This design comes from an exercise in tuning for small area, a short achievable clock period and few clock cycles on the open sky130 flow, not from production work.
Function was checked by simulation only, so behaviour that the tests miss may differ from the original.
Power and IR drop assume default switching activity.

File: flow/design.v
module huffman(clk, reset, gray_valid, gray_data, CNT_valid, CNT1, CNT2, CNT3, CNT4, CNT5, CNT6,
    code_valid, HC1, HC2, HC3, HC4, HC5, HC6, M1, M2, M3, M4, M5, M6);
input clk;
input reset;
input gray_valid;
input [7:0] gray_data;
output CNT_valid;
output [7:0] CNT1, CNT2, CNT3, CNT4, CNT5, CNT6;
output code_valid;
output [7:0] HC1, HC2, HC3, HC4, HC5, HC6;
output [7:0] M1, M2, M3, M4, M5, M6;
parameter Wait = 0;
parameter GetData = 1;
parameter Bubble = 2;
parameter Calculate = 3;
parameter Reorder = 4;
parameter Done = 5;
reg [2:0] state;
reg [7:0] gray_data_ [1:6];    
reg [5:0] group_ [1:6];        
reg [7:0] huffman_code [1:6];
reg [7:0] Mi_ [1:6];
reg [6:0] data_count;
reg [2:0] x, y;                
reg [2:0] last;                
reg [2:0] z;                   
reg finishGetData, finish;
assign CNT1 = gray_data_[1];
assign CNT2 = gray_data_[2];
assign CNT3 = gray_data_[3];
assign CNT4 = gray_data_[4];
assign CNT5 = gray_data_[5];
assign CNT6 = gray_data_[6];
assign CNT_valid = finishGetData;
assign HC1 = huffman_code[1];
assign HC2 = huffman_code[2];
assign HC3 = huffman_code[3];
assign HC4 = huffman_code[4];
assign HC5 = huffman_code[5];
assign HC6 = huffman_code[6];
assign M1 = Mi_[1];
assign M2 = Mi_[2];
assign M3 = Mi_[3];
assign M4 = Mi_[4];
assign M5 = Mi_[5];
assign M6 = Mi_[6];
assign code_valid = finish;
wire [7:0] upper_w = gray_data_[last - 3'd1];
wire [7:0] lower_w = gray_data_[last];
wire [5:0] upper_g = group_[last - 3'd1];
wire [5:0] lower_g = group_[last];
integer i;
always@(posedge clk)begin
  finishGetData <= 1'b0;
  finish <= 1'b0;
  if(reset)begin
	state <= Wait;
	data_count <= 7'd0;
	x <= 3'd1;
	y <= 3'd1;
	z <= 3'd1;
	last <= 3'd6;
	for(i = 1;i < 7;i = i + 1)begin
		gray_data_[i] <= 8'd0;
		group_[i] <= 6'd1 << (i - 1);
		Mi_[i] <= 8'd0;
		huffman_code[i] <= 8'd0;
	end
  end
  else begin
	case(state)
		Wait, GetData:begin
			if(gray_valid)begin
				state <= GetData;
				for(i = 1;i < 7;i = i + 1)
					if(gray_data == i)
						gray_data_[i] <= gray_data_[i] + 8'd1;
				data_count <= data_count + 7'd1;
				if(data_count == 7'd99)begin
					finishGetData <= 1'b1;
					state <= Bubble;
				end
			end
		end
		Bubble:begin
			if(gray_data_[x] < gray_data_[x + 3'd1])begin
				gray_data_[x] <= gray_data_[x + 3'd1];
				gray_data_[x + 3'd1] <= gray_data_[x];
				group_[x] <= group_[x + 3'd1];
				group_[x + 3'd1] <= group_[x];
			end
			if((x + y) < 6)
				x <= x + 3'd1;
			else begin
				x <= 3'd1;
				if(y == 3'd5)
					state <= Calculate;
				else
					y <= y + 3'd1;
			end
		end
		Calculate:begin
			for(i = 1;i < 7;i = i + 1)begin
				if(lower_g[i - 1])begin
					huffman_code[i] <= huffman_code[i] | (Mi_[i] + 8'd1);
					Mi_[i] <= {Mi_[i][6:0], 1'b1};
				end
				if(upper_g[i - 1])
					Mi_[i] <= {Mi_[i][6:0], 1'b1};
			end
			gray_data_[last - 3'd1] <= upper_w + lower_w;
			group_[last - 3'd1] <= upper_g | lower_g;
			last <= last - 3'd1;
			z <= last - 3'd1;
			if(last == 3'd2)begin
				finish <= 1'b1;
				state <= Done;
			end
			else
				state <= Reorder;
		end
		Reorder:begin
			if(z >= 3'd2 && gray_data_[z - 3'd1] < gray_data_[z])begin
				gray_data_[z] <= gray_data_[z - 3'd1];
				gray_data_[z - 3'd1] <= gray_data_[z];
				group_[z] <= group_[z - 3'd1];
				group_[z - 3'd1] <= group_[z];
				z <= z - 3'd1;
			end
			else
				state <= Calculate;
		end
		default:
			state <= Done;
	endcase
  end
end
endmodule
File: flow/run.sh
#!/bin/bash
# synth_recipe.tcl (not shown) runs the flow's synth.tcl, then flattens the netlist and writes it again
# the make line also repeats each setting of config.mk as NAME=value (left out here)
make -C /OpenROAD-flow-scripts/flow DESIGN_CONFIG=/design/flow/config.mk WORK_HOME=/design/flow/orfs CLKGATE_MAP_FILE= SYNTH_SCRIPT=/design/flow/synth_recipe.tcl finish
File: flow/config.mk
export PLATFORM = sky130hd
export DESIGN_NAME = huffman
export DESIGN_NICKNAME = huffman
export VERILOG_FILES = /design/flow/design.v
export SDC_FILE = /design/flow/constraint.sdc
export NUM_CORES = 4
export LEC_CHECK = 0
export CAP_MARGIN = 20
export CORE_MARGIN = 2
export CORE_UTILIZATION = 40
export SLEW_MARGIN = 20
File: flow/constraint.sdc
create_clock -name core_clock -period 6.2 [get_ports {clk}]
set_input_delay 1.2400 -clock core_clock [delete_from_list [all_inputs] [get_ports {clk}]]
set_output_delay 1.2400 -clock core_clock [all_outputs]
set_load 0.01 [all_outputs]
==> results of run 1 <==
[critical path, stage by stage (launching register included)]
cell and delay [ns]:
dfxtp_2 0.33, clkinv_1 0.26, ha_1 0.72, buf_4 0.29, mux4_2 0.52, nand2_1 0.08
nand2_1 0.08, ha_1 0.31, o21ai_0 0.09, a21oi_1 0.28, nor4_2 0.10, a21oi_4 0.41
buf_4 0.40, o31a_1 0.56, nand3_1 0.41, or2_2 0.51
[worst max path at each step]
stage / start / cells after the start / to / slack [ns]
CTS: z[0] / 15 / gray_data_[4][6] / 0.65
floorplan: z[0] / 20 / gray_data_[0][0] / 0.35
global route: z[0] / 15 / gray_data_[4][6] / 0.30
finish: z[0] / 15 / gray_data_[4][6] / 0.56
detailed placement: z[0] / 15 / gray_data_[4][5] / 0.69
global placement: z[0] / 15 / gray_data_[4][2] / 0.85
[report_power, final]
| part | switching [mW] | internal (mW) |
|---|---|---|
| Clock | 0.703 | 0.955 |
| Sequential | 0.0687 | 1.68 |
| Combinational | 0.118 | 0.107 |
[metrics by stage]
stage | worst slack (ns) | power, mW
finish | 0.559 | 3.63
global route | 0.302 | 3.72
CTS | 0.646 | 3.65
detailed placement | 0.689 | 2.00
global placement | 0.853 | 2.00
floorplan | 0.349 | 1.89
[cell usage after synthesis (4+ instances only)]
cell	n
a211o_1	4
a211oi_1	10
a21oi_1	81
a221o_1	8
a22oi_1	11
a41oi_2	6
and2_1	6
and3_1	21
buf_1	12
buf_2	27
buf_4	8
clkbuf_1	64
dfxtp_1	129
edfxtp_1	112
ha_1	43
inv_1	31
mux2_2	25
mux2i_1	106
mux4_2	168
nand2_1	157
nand2b_1	10
nand3_1	65
nand4_1	8
nor2_1	145
nor2b_1	5
nor3_1	14
nor3b_1	6
o211ai_1	7
o21a_1	5
o21ai_0	25
o21ai_1	12
o21ai_2	5
o221ai_1	37
o22ai_1	36
o31a_1	4
o31ai_1	7
or3_1	5
xnor2_1	41
xor2_1	45
[cells by family after synthesis]
kind of cell	Yosys count	synth area share [%]
AOI/OAI and AO/OA	292	11.9
xor gates and xnor gates	87	4.45
adders and majority gates	45	3.34
buffers and inverters	147	3.69
DFF	241	34.4
muxes	302	29.9
and+or+nand+nor	467	12.4
[cell usage in the layout (no fill, tap or decap), types with 43 or more instances in the layout]
| cell | count |
|---|---|
| mux2i_1 | 106 |
| xor2_1 | 45 |
| nor2_1 | 145 |
| mux4_2 | 168 |
| clkdlybuf4s50_1 | 155 |
| dfxtp_1 | 124 |
| edfxtp_1 | 112 |
| nand3_1 | 65 |
| a21oi_1 | 81 |
| ha_1 | 43 |
| buf_4 | 43 |
| nand2_1 | 157 |
[state kept, by name (all words and copies together), names as in the netlist, named ones only]
name / flops
y: 3
finish: 1
x: 3
huffman_code: 48
Mi_: 48
data_count: 7
state: 3
last: 3
z: 3
gray_data_: 64
finishGetData: 1
group_: 48
[layout make-up]
type	count	area share [%]
flip-flops and latches	241	29.3
multi-input cells	1193	52.8
repair buffers	198	9.21
well taps	585	3.60
inverters	33	0.609
clock buffers	39	3.95
clock inverters	15	0.584
[routing by layer]
layer | routed length [um] | part of all wire [%] | vias to the layer above
met5 | 0 | 0 | -
met2 | 26000 | 44 | 1023
li1 | - | - | 6359
met4 | 1800 | 3.0 | 0
met1 | 23800 | 40 | 7374
met3 | 7540 | 13 | 142
==> run summary, run 1 <==
DRT iter0 DRCs=1770; cell area after synthesis=17300 um2; R2R Path Start=z[0]; RSZ-0062 raised after global routing=false; Std-Cell Rows=76; chip height=212 um; clock slew at reported path FFs=0.06 ns; Final Instance Count excl. Fillers=2304; Highest Clock Rate=177 MHz; Post-CTS Setup Bufs=0; worst-path fanout max=31; # setup viols final=0; via count=14898; Worst Path Arrival=5.93 ns; maximum vdd drop=0.178 mV; GR peak layer=met2; Setup CP Type=reg -> reg; Inst Count DP=2250; HPWL after DPL=43.5 mm; power per cell area=179 nW/um2; r2r worst-path depth=15; final hold slack=0.461 ns; met2 Usage GRT=39.8%; Final Hold Fails=0; Post-synth EDFFs=112; multi-input logic area=10700 um2; largest area contributor in the netlist=mux4_2; Routability Congestion=0.946; largest cells by area after synthesis=mux4_2, edfxtp_1, dfxtp_1, mux2i_1, nand2_1; CTS Hold Bufs=0; Root Buffer=clkbuf_16; ANT cells=0; total gr overflow=0; post-route ant nets=0; asr flop ratio synth=0%; initial core utilization=40.3%; Avg Inst Size Synth=10.9 um2; met1 Use GR=36.7%; Synth Register Bits=241; Final Cell Area=20300 um2; Tmin final=5.64 ns; CTS tree=done; final setup TNS=0 ns; r2r setup slk=0.56 ns; area growth from synthesis to layout=17.6%; routing usage on met3=6.37%; register area share after synthesis=34.4%; Core ar.=42900 um2; Longest Clk Path Bufs=3; vias in the first global route=14311; fin util=47.4%; Routed WL=59.2 mm; share of cells above drive strength 1=18.8%; post-cts sizing count=0; Rel. slew slack=25.8%; Crit. End Element=flop; outcome=finished clean; fin crit share=91.0%; Hold Path Stages=2; Critical Path RT=6.49 ns; worst-skew pair later-pin latency=0.57 ns; Slew Limit Fails=0; largest net degree at the start of global routing=92; FF-to-FF End=gray_data_[4][6]; Die X=212 um; worst-case clock skew=0.0149 ns; Synth Instances=1581; critical hold path startpoint=huffman_code[3][3]; initial antenna violation count=0; Tightest Pin Transition=1.11 ns; FILL cells=3962; global-route wire length before repair=89.9 mm; H-tree depth=1; max_cap viols=0; Ports=157; CTS buffer count=29; Hold Path End=huffman_code[3][3]; register area=5950 um2; die area=44900 um2; startpoint type of the worst setup path=flop; Synth Flop Type=dfxtp_1; Syn. warnings=3; dpl cell area=19400 um2; vias per inst=6.47; Static Leakage=7.17 nW; Nets=1752; Hold Crit Class=reg -> reg; top cell type's share of synthesized area=21.9%; aggregate global-route resource usage=26.2%; PortBufs=156; Yosys cell types=82; DR DRC count=0; Clock Sinks=241; 1st-pass router iterations=8; DR WL/cell=25.7 um
Testbench counts, summed over its fixed seeds: cycles 8,199.
==> run 2: changes to the inputs <==
==> flow/design.v (replaced) <==
module huffman(clk, reset, gray_valid, gray_data, CNT_valid, CNT1, CNT2, CNT3, CNT4, CNT5, CNT6,
    code_valid, HC1, HC2, HC3, HC4, HC5, HC6, M1, M2, M3, M4, M5, M6);
input clk;
input reset;
input gray_valid;
input [7:0] gray_data;
output CNT_valid;
output [7:0] CNT1, CNT2, CNT3, CNT4, CNT5, CNT6;
output code_valid;
output [7:0] HC1, HC2, HC3, HC4, HC5, HC6;
output [7:0] M1, M2, M3, M4, M5, M6;
reg [41:0] W;    
reg [17:0] D;    
reg [29:0] R;    
reg [6:0] S;     
reg [3:0] t;     
reg pv;          
wire start = (t == 4'd0) & pv & ~gray_valid;
wire rnk = (t <= 4'd4);
wire rank_en = start | (t >= 4'd1 && t <= 4'd4);
wire comb = (t >= 4'd5 && t <= 4'd9);
integer i;
reg [6:0] w [0:5];
reg [2:0] d [0:5];
reg [4:0] r [0:5];
always @* begin
  for (i = 0; i < 6; i = i + 1) begin
    w[i] = W[7*i +: 7];
    d[i] = D[3*i +: 3];
    r[i] = R[5*i +: 5];
  end
end
reg [6:0] P, Q;
always @* begin
  P = 7'd0;
  Q = 7'd0;
  for (i = 0; i < 6; i = i + 1) begin
    if (rnk ? (t == i) : (d[i] == 3'd2)) P = P | w[i];
    if (d[i] == 3'd3) Q = Q | w[i];
  end
end
wire [6:0] X = rnk ? P : S;
reg [5:0] lt;
reg [7:0] diff;
always @* begin
  for (i = 0; i < 6; i = i + 1) begin
    diff = {1'b0, w[i]} + {1'b0, ~X} + {7'd0, (t > ((i < 4) ? i : 4))};
    lt[i] = ~diff[7];
  end
end
reg [5:2] h;
always @* begin
  h = 4'd0;
  for (i = 0; i < 6; i = i + 1)
    if (d[i] >= 3'd2 && lt[i]) h[d[i]] = 1'b1;
end
wire [2:0] m = {h[5], h[3] & ~h[5], (h[2] & ~h[3]) | (h[4] & ~h[5])};
wire [6:0] S_next = P + (h[3] ? Q : S);
reg [4:0] rn;
reg [5:0] T;
reg inc;
always @(posedge clk) begin
  if (reset) begin
    W <= 42'd0;
    D <= {6{3'd2}};
    R <= {6{5'd1}};
    S <= 7'h7f;
    t <= 4'd0;
    pv <= 1'b0;
  end else begin
    pv <= gray_valid;
    if (t == 4'd0)
      t <= start ? 4'd1 : 4'd0;
    else if (t != 4'd11)
      t <= t + 4'd1;
    if (comb)
      S <= S_next;
    for (i = 0; i < 6; i = i + 1) begin
      if (t == 4'd0 && gray_valid && gray_data == i + 1)
        W[7*i +: 7] <= w[i] + 7'd1;
      if (rank_en) begin
        inc = (i < 5 && t == i) ? lt[5] : ~lt[i];
        D[3*i +: 3] <= d[i] + {2'b00, inc};
      end
      if (comb) begin
        if (d[i] <= 3'd1) begin
          W[7*i +: 7] <= S;
          D[3*i +: 3] <= m;
          T[5] = 1'b0;
          for (integer k = 4; k >= 0; k = k - 1)
            T[k] = T[k+1] | r[i][k];
          for (integer k = 0; k < 5; k = k + 1)
            rn[k] = T[k+1] ? r[i][k] : (r[i][k] ? (d[i] == 3'd0) : ((k > 0) ? r[i][k-1] : 1'b0));
          R[5*i +: 5] <= rn;
        end else
          D[3*i +: 3] <= d[i] + {2'b11, ~lt[i]};
      end
    end
  end
end
reg [7:0] hc [0:5];
reg [7:0] mk [0:5];
reg [5:0] TT;
always @* begin
  for (i = 0; i < 6; i = i + 1) begin
    TT[5] = 1'b0;
    for (integer k = 4; k >= 0; k = k - 1)
      TT[k] = TT[k+1] | r[i][k];
    mk[i] = {3'b000, TT[4:0]};
    for (integer k = 0; k < 5; k = k + 1)
      hc[i][k] = r[i][k] & (TT[k+1] | (d[i] == 3'd0));
    hc[i][7:5] = 3'b000;
  end
end
assign CNT_valid = (t == 4'd1);
assign code_valid = (t == 4'd10);
assign CNT1 = {1'b0, W[6:0]};
assign CNT2 = {1'b0, W[13:7]};
assign CNT3 = {1'b0, W[20:14]};
assign CNT4 = {1'b0, W[27:21]};
assign CNT5 = {1'b0, W[34:28]};
assign CNT6 = {1'b0, W[41:35]};
assign HC1 = hc[0];
assign HC2 = hc[1];
assign HC3 = hc[2];
assign HC4 = hc[3];
assign HC5 = hc[4];
assign HC6 = hc[5];
assign M1 = mk[0];
assign M2 = mk[1];
assign M3 = mk[2];
assign M4 = mk[3];
assign M5 = mk[4];
assign M6 = mk[5];
endmodule
--- a/flow/config.mk
+++ b/flow/config.mk
@@ -6,6 +6,8 @@
 export NUM_CORES = 4
 export LEC_CHECK = 0
+export ABC_CLOCK_PERIOD_IN_PS = 3200
 export CAP_MARGIN = 20
 export CORE_MARGIN = 2
 export CORE_UTILIZATION = 40
+export SETUP_SLACK_MARGIN = 3.0
 export SLEW_MARGIN = 20
==> run summary, run 2 <==
outcome=finished clean (unchanged); post-route ant nets=0 (unchanged); RSZ-0062 raised after global routing=true (was false); max reg flops=42 (was 64); Power, Total=3.40 mW (was 3.63 mW); Tightest Pin Transition=1.10 ns (was 1.11 ns); Static Leakage=5.77 nW (was 7.17 nW); Synth Flop Type=dfxtp_1 (unchanged); Longest Clk Path Bufs=2 (was 3); via count=9906 (was 14898); Largest regs=W (42), R (30), D (18); global-route wire length before repair=50.8 mm (was 89.9 mm); Ports=157 (unchanged); total gr overflow=0 (unchanged); maximum vdd drop=0.177 mV (was 0.178 mV); synth cell count leaders=ha_1, nor2_1, dfxtp_1 (was mux4_2, nand2_1, nor2_1); Root Buffer=clkbuf_16 (unchanged); worst-case clock skew=0.0118 ns (was 0.0149 ns); vias in the first global route=9152 (was 14311); initial core utilization=40.4% (was 40.3%); Avg Inst Size Synth=7.93 um2 (was 10.9 um2); top cell type's share of synthesized area=21.7% (was 21.9%); Final Hold Fails=0 (unchanged); Std-Cell Rows=56 (was 76); DR WL/cell=19.4 um (was 25.7 um); Routed WL=33.9 mm (was 59.2 mm); startpoint type of the worst setup path=flop (unchanged); largest cells by area after synthesis=dfxtp_1, ha_1, nor2_1, a21oi_1, buf_4 (was mux4_2, edfxtp_1, dfxtp_1, mux2i_1, nand2_1); Tmin final=5.82 ns (was 5.64 ns); Critical Path RT=6.42 ns (was 6.49 ns); max_cap viols=0 (unchanged); Biggest register=W (was gray_data_); CTS tree=done (unchanged); clock slew at reported path FFs=0.09 ns (was 0.06 ns); H-tree depth=3 (was 1); Syn. warnings=6 (was 3); initial antenna violation count=0 (unchanged); Synth Instances=1189 (was 1581); commonest non-fill, non-tap cell in the layout=buf_4 (was mux4_2); Inst Count DP=1603 (was 2250); die area=24800 um2 (was 44900 um2); most frequent cells in the layout=buf_4, ha_1, nor2_1 (was mux4_2, nand2_1, clkdlybuf4s50_1); aggregate global-route resource usage=26.3% (was 26.2%); Routability Congestion=0.937 (was 0.946); Nets=1578 (was 1752); Setup CP Type=reg -> reg (unchanged); worst-path fanout max=8 (was 31); Highest Clock Rate=172 MHz (was 177 MHz); Worst Path Arrival=6.04 ns (was 5.93 ns); Die X=157 um (was 212 um); Final Instance Count excl. Fillers=1746 (was 2304); fin crit share=93.8% (was 91.0%); DR DRC count=0 (unchanged); asr flop ratio synth=0% (unchanged); vias per inst=5.67 (was 6.47); Synth Register Bits=102 (was 241); # setup viols final=0 (unchanged); Yosys cell types=73 (was 82); Slew Limit Fails=0 (unchanged); 1st-pass router iterations=9 (was 8); final hold slack=0.496 ns (was 0.461 ns); power per cell area=262 nW/um2 (was 179 nW/um2); ANT cells=0 (unchanged); CP max stage delay=0.48 ns (was 0.72 ns); PortBufs=114 (was 156); final setup TNS=0 ns (unchanged); register area share after synthesis=21.7% (was 34.4%); Post-synth EDFFs=0 (was 112); Clock Sinks=102 (was 241); DRT iter0 DRCs=909 (was 1770); CTS buffer count=9 (was 29); count leader, synth=ha_1 (was mux4_2); area growth from synthesis to layout=37.5% (was 17.6%); HPWL after DPL=23.3 mm (was 43.5 mm); share of cells above drive strength 1=24.4% (was 18.8%); Hold Crit Class=reg -> reg (unchanged); Max stage delay cell, worst path=a222oi_1 (was ha_1); Core ar.=23300 um2 (was 42900 um2); worst-skew pair later-pin latency=0.38 ns (was 0.57 ns); Crit. End Element=flop (unchanged); cell area after synthesis=9420 um2 (was 17300 um2); largest area contributor in the netlist=dfxtp_1 (was mux4_2); largest net degree at the start of global routing=82 (was 92); Rel. slew slack=26.6% (was 25.8%); chip height=157 um (was 212 um)
run 2: where the power goes:
| part | switching, mW | total [mW] | internal (mW) |
|---|---|---|---|
| Sequential | 0.0491 | 0.746 | 0.697 |
| Combinational | 1.13 | 2.04 | 0.901 |
| Clock | 0.326 | 0.620 | 0.295 |
run 2: cells by family after synthesis:
family	Yosys count	share of synthesized area, %
mux	16	1.71
xor+xnor	37	3.44
other cells	1	0.0398
simple gates	382	20.0
compound gates	333	24.3
flops	102	21.7
buf+inv	173	9.05
fa+ha+maj	145	19.8
run 2: worst paths after layout:
path              from    to  slack (ns)  cells past startpoint
setup / recovery  t[0]  S[6]        0.38                     27
hold / removal    R[8]  R[9]        0.50                      2
setup reg to reg  t[0]  S[6]        0.38                     27
hold reg to reg   R[8]  R[9]        0.50                      2
run 2: area by class of cell:
class	instances	area, um2
fill	2187	10400
multi-input combinational	955	7350
timing repair buffer	282	2520
sequential	102	2080
tap	319	399
inverter	72	287
clock buffer	9	225
clock inverter	7	93.8
run 2: what timing repair did:
item / in CTS / in global routing
endpoints found under the setup margin: 97 / 86
pin swaps: 36 / 46
hold endpoints to repair: 0 / 0
resized for setup: 107 / 131
cloned: 0 / 1
setup buffers: 87 / 39
hold buffers: 0 / 0
run 2: critical path: cells and delay by family (launching register included):
kind	cells	cell delay (ns)
compound gates	14	2.71
xor+xnor	1	0.18
fa+ha+maj	3	0.76
buf+inv	3	0.31
flops	1	0.39
simple gates	6	1.33
run 2: per-stage QoR:
stage	utilization (%)	setup WS (ns)	instance area (um2)
floorplan	-	0.624	9700
global placement	46.9	0.180	10900
detailed placement	46.9	0.00130	10900
CTS	52.4	0.578	12200
global route	55.6	0.137	13000
finish	55.6	0.382	13000
run 2: layer usage:
layer / global-route usage [%] / share of wire [%]
met2: 41.9 / 44
met5: 0 / 0
met3: 4.85 / 7.8
met4: 8.79 / 3.7
met1: 35.8 / 44
Testbench counts of run 2, summed over its fixed seeds: cycles 7,104.
==> run 3: changes to the inputs <==
--- a/flow/config.mk
+++ b/flow/config.mk
@@ -6,8 +6,9 @@
 export NUM_CORES = 4
 export LEC_CHECK = 0
+export ABC_AREA = 1
 export ABC_CLOCK_PERIOD_IN_PS = 3200
 export CAP_MARGIN = 20
 export CORE_MARGIN = 2
 export CORE_UTILIZATION = 40
-export SETUP_SLACK_MARGIN = 3.0
+export SETUP_SLACK_MARGIN = 2.5
 export SLEW_MARGIN = 20
==> run summary, run 3 <==
Setup CP Type=reg -> reg (unchanged); most frequent cells in the layout=inv_1, nand2_1, ha_1 (was buf_4, ha_1, nor2_1); ANT cells=0 (unchanged); Longest Clk Path Bufs=2 (unchanged); area growth from synthesis to layout=29.5% (was 37.5%); via count=10290 (was 9906); Hold Crit Class=reg -> reg (unchanged); vias per inst=5.28 (was 5.67); final hold slack=0.483 ns (was 0.496 ns); Clock Sinks=102 (unchanged); Routability Congestion=0.945 (was 0.937); commonest non-fill, non-tap cell in the layout=inv_1 (was buf_4); cell area after synthesis=9890 um2 (was 9420 um2); synth cell count leaders=inv_1, nand2_1, ha_1 (was ha_1, nor2_1, dfxtp_1); worst-skew pair later-pin latency=0.36 ns (was 0.38 ns); fin crit share=87.3% (was 93.8%); RSZ-0062 raised after global routing=true (unchanged); maximum vdd drop=0.254 mV (was 0.177 mV); max_cap viols=0 (unchanged); register area=2080 um2 (about the same); Tmin final=5.41 ns (was 5.82 ns); CP delay by family, top=simple AND/OR/NAND/NOR gates (was compound AO/OA/AOI/OAI gates); Bufs and invs on worst path=9 (was 3); max reg flops=42 (unchanged); outcome=finished clean (unchanged); 1st-pass router iterations=5 (was 9); Nets=1777 (was 1578); initial core utilization=40.7% (was 40.4%); Biggest register=W (unchanged); Synth Register Bits=102 (unchanged); FILL cells=2403 (was 2187); Tightest Pin Transition=0.884 ns (was 1.10 ns); Highest Clock Rate=185 MHz (was 172 MHz); worst-case clock skew=0.0131 ns (was 0.0118 ns); register area share after synthesis=20.6% (was 21.7%); Post-synth EDFFs=0 (unchanged); total gr overflow=0 (unchanged); H-tree depth=3 (unchanged); largest cells by area after synthesis=dfxtp_1, ha_1, inv_1, nand2_1, a21oi_1 (was dfxtp_1, ha_1, nor2_1, a21oi_1, buf_4); clock slew at reported path FFs=0.08 ns (was 0.09 ns); Synth Flop Type=dfxtp_1 (unchanged); Final Hold Fails=0 (unchanged); final setup TNS=0 ns (unchanged); chip height=161 um (was 157 um); aggregate global-route resource usage=26.6% (was 26.3%); DR DRC count=0 (unchanged); CTS buffer count=9 (unchanged); global-route wire length before repair=54.3 mm (was 50.8 mm); Core ar.=24300 um2 (was 23300 um2); Max stage delay cell, worst path=dfxtp_4 (was a222oi_1); Syn. warnings=6 (unchanged); Static Leakage=6.06 nW (was 5.77 nW); asr flop ratio synth=0% (unchanged); Die X=161 um (was 157 um); multi-input logic area=7010 um2 (was 7350 um2); PortBufs=114 (unchanged); Critical Path RT=6.50 ns (was 6.42 ns); worst-path fanout max=5 (was 8); Std-Cell Rows=57 (was 56); Avg Inst Size Synth=6.89 um2 (was 7.93 um2); Synth Instances=1437 (was 1189); Rel. slew slack=41.0% (was 26.6%); power per cell area=309 nW/um2 (was 262 nW/um2); die area=26000 um2 (was 24800 um2); startpoint type of the worst setup path=flop (unchanged); Crit. End Element=flop (unchanged); largest net degree at the start of global routing=43 (was 82); Ports=157 (unchanged); count leader, synth=inv_1 (was ha_1); Slew Limit Fails=0 (unchanged); DRT iter0 DRCs=776 (was 909); post-route ant nets=0 (unchanged); Routed WL=35.0 mm (was 33.9 mm); DR WL/cell=18.0 um (was 19.4 um); # setup viols final=0 (unchanged); initial antenna violation count=0 (unchanged); Worst Path Arrival=5.72 ns (was 6.04 ns); Yosys cell types=52 (was 73); Root Buffer=clkbuf_16 (unchanged); CP max stage delay=0.39 ns (was 0.48 ns); vias in the first global route=9940 (was 9152); HPWL after DPL=25.9 mm (was 23.3 mm); Largest regs=W (42), R (30), D (18) (unchanged); top cell type's share of synthesized area=20.6% (was 21.7%); CTS tree=done (unchanged); share of cells above drive strength 1=15.4% (was 24.4%); largest area contributor in the netlist=dfxtp_1 (unchanged)
## run 3: changes by cell type in the layout (fill, tap and decap cells not counted), moves of 21 or more
cell and change:
a211oi_1 -34, buf_4 -86, clkdlybuf4s50_1 +42, dlymetal6s2s_1 -26, inv_1 +169, nand2_1 +125, nand3_1 +45, o211ai_1 +44
o21a_1 -21, o21ai_0 +39
## run 3: cell families (layout without fill, tap and decap cells)
kind of cell / count (synthesis) / count (layout) / synth area share, %
AOI/OAI and AO/OA: 297 / 297 / 18.4
xor gates and xnor gates: 47 / 47 / 4.16
adders and majority gates: 145 / 145 / 18.9
buffers and inverters: 335 / 483 / 14.7
DFF: 102 / 102 / 20.6
muxes: 4 / 4 / 0.455
other: 1 / 42 / 0.0379
and+or+nand+nor: 506 / 506 / 22.8
## run 3: cell type report
class / count / area share, %
tap: 324 / 3.16
inverter: 255 / 7.73
sequential: 102 / 16.2
clock inverter: 6 / 0.332
multi-input combinational: 1041 / 54.7
clock buffer: 10 / 1.79
timing repair buffer: 212 / 16.1
## run 3: repair_timing
item                                    4_1_cts  5_1_grt
pin swaps                                    37       32
buffers inserted                             78       11
endpoints found under the setup margin       25       37
hold buffers                                  0        0
gates resized for setup                      97       45
## run 3: path summary, 6_finish.rpt
| check | cells past startpoint | from | slack (ns) | to |
|---|---|---|---|---|
| worst max-delay path | 40 | t[2] | 0.79 | S[6] |
| worst min-delay path | 2 | S[3] | 0.48 | S[3] |
| worst max register to register | 40 | t[2] | 0.79 | S[6] |
| worst min register to register | 2 | S[3] | 0.48 | S[3] |
## run 3: per-layer routing
metal | GRT usage [%] | vias up | share of wire [%]
met4 | 12.1 | 0 | 4.2
li1 | - | 5025 | -
met2 | 45.4 | 379 | 47
met3 | 3.98 | 94 | 5.9
met5 | 0 | - | 0
met1 | 33.2 | 4792 | 43
## run 3: through the flow
step                      power [mW]  area [um2]  util [%]  cells  setup WS, ns
after global placement          2.95       11300      46.3   1845         0.648
after CTS                       3.81       12500      51.4   1939          1.11
after detailed placement        2.97       11300      46.3   1845         0.632
final                           3.95       12800      52.7   1950         0.788
after global routing            4.28       12800      52.7   1950         0.529
after floorplan                 2.39       10100         -   1478          1.63
## run 3: power by group
part | switching (mW) | leakage, nW | total, mW | internal, mW
clock | 0.285 | 0.138 | 0.561 | 0.277
combinational | 1.57 | 5.09 | 2.54 | 0.963
sequential | 0.131 | 0.831 | 0.857 | 0.725
## run 3: worst reg2reg max path: cells and delay by family (launching register included)
family | cells | cell delay, ns
and+or+nand+nor | 18 | 1.97
buffers and inverters | 9 | 0.74
adders and majority gates | 3 | 0.69
DFF | 1 | 0.39
AOI/OAI and AO/OA | 10 | 1.57
==> run 4: changes to the inputs <==
--- a/flow/config.mk
+++ b/flow/config.mk
@@ -6,9 +6,6 @@
 export NUM_CORES = 4
 export LEC_CHECK = 0
-export ABC_AREA = 1
-export ABC_CLOCK_PERIOD_IN_PS = 3200
 export CAP_MARGIN = 20
 export CORE_MARGIN = 2
 export CORE_UTILIZATION = 40
-export SETUP_SLACK_MARGIN = 2.5
 export SLEW_MARGIN = 20
==> run summary, run 4 <==
cell area after synthesis=9420 um2 (was 9890 um2); vias per inst=5.68 (was 5.28); area growth from synthesis to layout=21.3% (was 29.5%); 1st-pass router iterations=7 (was 5); Inst Count DP=1626 (was 1845); Tightest Pin Transition=0.960 ns (was 0.884 ns); fin worst setup slack=0.220 ns (was 0.788 ns); final hold slack=0.517 ns (was 0.483 ns); DRT iter0 DRCs=912 (was 776); count leader, synth=ha_1 (was inv_1); Synth Register Bits=102 (unchanged); power per cell area=253 nW/um2 (was 309 nW/um2); Routed WL=31.2 mm (was 35.0 mm); Power, Total=2.89 mW (was 3.95 mW); largest area contributor in the netlist=dfxtp_1 (unchanged); Ports=157 (unchanged); DR WL/cell=18.9 um (was 18.0 um); worst-skew pair later-pin latency=0.37 ns (was 0.36 ns); Largest regs=W (42), R (30), D (18) (unchanged); Worst Path Arrival=6.21 ns (was 5.72 ns); Highest Clock Rate=167 MHz (was 185 MHz); Crit. End Element=flop (unchanged); # setup viols final=0 (unchanged); worst-case clock skew=0.0119 ns (was 0.0131 ns); Final Cell Area=11400 um2 (was 12800 um2); CTS Hold Bufs=0 (unchanged); initial antenna violation count=0 (unchanged); Net Sw Frac=45.2% (was 50.3%); total gr overflow=0 (unchanged); Longest Clk Path Bufs=2 (unchanged); Critical Path RT=6.43 ns (was 6.50 ns); Final Instance Count excl. Fillers=1646 (was 1950); post-route ant nets=0 (unchanged); Rel. slew slack=35.9% (was 41.0%); Final Hold Fails=0 (unchanged); startpoint type of the worst setup path=flop (unchanged); Std-Cell Rows=56 (was 57); DR DRC count=0 (unchanged); Core ar.=23300 um2 (was 24300 um2); fin util=49.0% (was 52.7%); CTS buffer count=9 (unchanged); Tmin final=5.98 ns (was 5.41 ns); max reg flops=42 (unchanged); asr flop ratio synth=0% (unchanged); die area=24800 um2 (was 26000 um2); HPWL after DPL=23.4 mm (was 25.9 mm); Hold Crit Class=reg -> reg (unchanged); Die X=157 um (was 161 um); clock power share=20.0% (was 14.2%); Routability Congestion=0.988 (was 0.945); register area share after synthesis=21.7% (was 20.6%); largest net degree at the start of global routing=57 (was 43); worst-path fanout max=7 (was 5); outcome=finished clean (unchanged); Synth Flop Type=dfxtp_1 (unchanged); H-tree depth=3 (unchanged); synth cell count leaders=ha_1, nor2_1, dfxtp_1 (was inv_1, nand2_1, ha_1); max_cap viols=0 (unchanged); Syn. warnings=6 (unchanged); Synth Instances=1189 (was 1437); Root Buffer=clkbuf_16 (unchanged); Static Leakage=4.78 nW (was 6.06 nW); Net Sw Power=1.31 mW (was 1.99 mW); top cell type's share of synthesized area=21.7% (was 20.6%); dpl cell area=11000 um2 (was 11300 um2); PortBufs=114 (unchanged); Post-synth EDFFs=0 (unchanged); largest cells by area after synthesis=dfxtp_1, ha_1, nor2_1, a21oi_1, buf_4 (was dfxtp_1, ha_1, inv_1, nand2_1, a21oi_1); maximum vdd drop=0.142 mV (was 0.254 mV); fin crit share=96.5% (was 87.3%); Flop pwr share=25.5% (was 21.7%); Logic pwr share=54.6% (was 64.1%); global-route wire length before repair=47.8 mm (was 54.3 mm); Setup CP Type=reg -> reg (unchanged); vias in the first global route=8389 (was 9940); Biggest register=W (unchanged); Nets=1478 (was 1777); most frequent cells in the layout=ha_1, nor2_1, clkdlybuf4s50_1 (was inv_1, nand2_1, ha_1); commonest non-fill, non-tap cell in the layout=ha_1 (was inv_1); CTS tree=done (unchanged); chip height=157 um (was 161 um); via count=9353 (was 10290); final setup TNS=0 ns (unchanged); ANT cells=0 (unchanged); Slew Limit Fails=0 (unchanged); Place WS=-0.177 ns (was 0.632 ns); Internal=1.58 mW (was 1.97 mW); aggregate global-route resource usage=25.1% (was 26.6%); Yosys cell types=73 (was 52); initial core utilization=40.4% (was 40.7%); share of cells above drive strength 1=9.95% (was 15.4%); clock slew at reported path FFs=0.08 ns (about the same); Clock Sinks=102 (unchanged); Avg Inst Size Synth=7.93 um2 (was 6.89 um2)
[run 4: path summary, 6_finish.rpt]
path	to	cells past startpoint	slack [ns]	startpoint
worst max-delay path	S[6]	25	0.22	t[3]
worst min-delay path	R[23]	2	0.52	R[23]
worst max register to register	S[6]	25	0.22	t[3]
worst min register to register	R[23]	2	0.52	R[23]
[run 4: layout make-up]
type / count / area [um2]
tap: 319 / 399
clock buffer: 9 / 225
timing repair buffer: 182 / 1650
sequential: 102 / 2040
multi-input combinational: 955 / 6780
inverter: 72 / 270
clock inverter: 7 / 55.1
fill: 2295 / 11900
[run 4: repair_timing]
action | CTS | global route
buffers inserted | 0 | 3
gates resized for setup | 5 | 24
pin swaps | 0 | 5
cloned | 0 | 0
endpoints found under the setup margin | 1 | 2
[run 4: power groups by stage]
stage	Sequential, mW	Clock [mW]	Combinational, mW
after detailed placement	0.749	0	1.54
after global routing	0.743	0.612	1.77
after CTS	0.733	0.588	1.55
after floorplan	0.768	0	1.04
final	0.737	0.578	1.58
after global placement	0.747	0	1.52
[run 4: logic make-up after synthesis]
group | after synthesis | synth area share [%]
buffers and inverters | 173 | 9.05
flip-flops | 102 | 21.7
multiplexers | 16 | 1.71
adder cells (fa/ha/maj) | 145 | 19.8
XOR/XNOR | 37 | 3.44
AO/OA/AOI/OAI | 333 | 24.3
other | 1 | 0.0398
AND/OR/NAND/NOR | 382 | 20.0
[run 4: worst max-delay path, cell delays in order, from the launching register on]
cell and delay (ns):
dfxtp_1 0.38, or3_1 0.44, a32o_2 0.34, a222oi_1 0.40, a21oi_1 0.15, a21oi_2 0.34, ha_1 0.34, and3_1 0.17
a211oi_2 0.17, a21oi_2 0.11, or4_1 0.50, o311ai_1 0.12, a211o_1 0.21, nor2_1 0.05, a31oi_1 0.20, ha_2 0.21
inv_1 0.05, fa_1 0.37, nor2b_1 0.17, o21ai_0 0.10, nand2b_1 0.12, a31oi_1 0.11, xnor2_1 0.18, or3_1 0.38
a21oi_1 0.14, o31ai_1 0.07
[run 4: per-layer routing]
layer	wire [um]	track usage (%)	up-vias
met2	13400	38.3	378
met1	14400	35.9	4399
met4	994	8.18	0
li1	-	-	4503
met5	0	0	-
met3	2390	4.05	73

what the ideal ports hide:
Ports are ideal in the flow. The routed layouts listed here were re-timed in OpenROAD. Step 1: set_driving_cell puts a clkbuf_16 on clk and a buf_2 on each other input, an assumption about the parent block. Step 2 adds t to the input delays and takes it off the output delays; t is the mean of the earliest and latest rising clock arrival at the registers after step 1. Input paths then give back, and output paths get back, about the clock's delay inside the block. Slacks: ideal ports / drivers / drivers and shift; pairs: ideal ports / drivers.
run | shift t [ns] | slack for setup (ns) | worst setup path after step 2 | worst register clock-pin slew, ns | cell pins on the clock port's net
run 1 | 0.613 | 0.559 / 0.559 / 0.559 | register to register | 0.07 / 0.07 | 1
run 2 | 0.423 | 0.382 / 0.382 / 0.382 | register to register | 0.09 / 0.09 | 1
run 3 | 0.402 | 0.788 / 0.788 / 0.788 | register to register | 0.08 / 0.08 | 1
run 4 | 0.417 | 0.220 / 0.220 / 0.220 | register to register | 0.08 / 0.08 | 1
After both steps setup and hold are still met in every run listed.
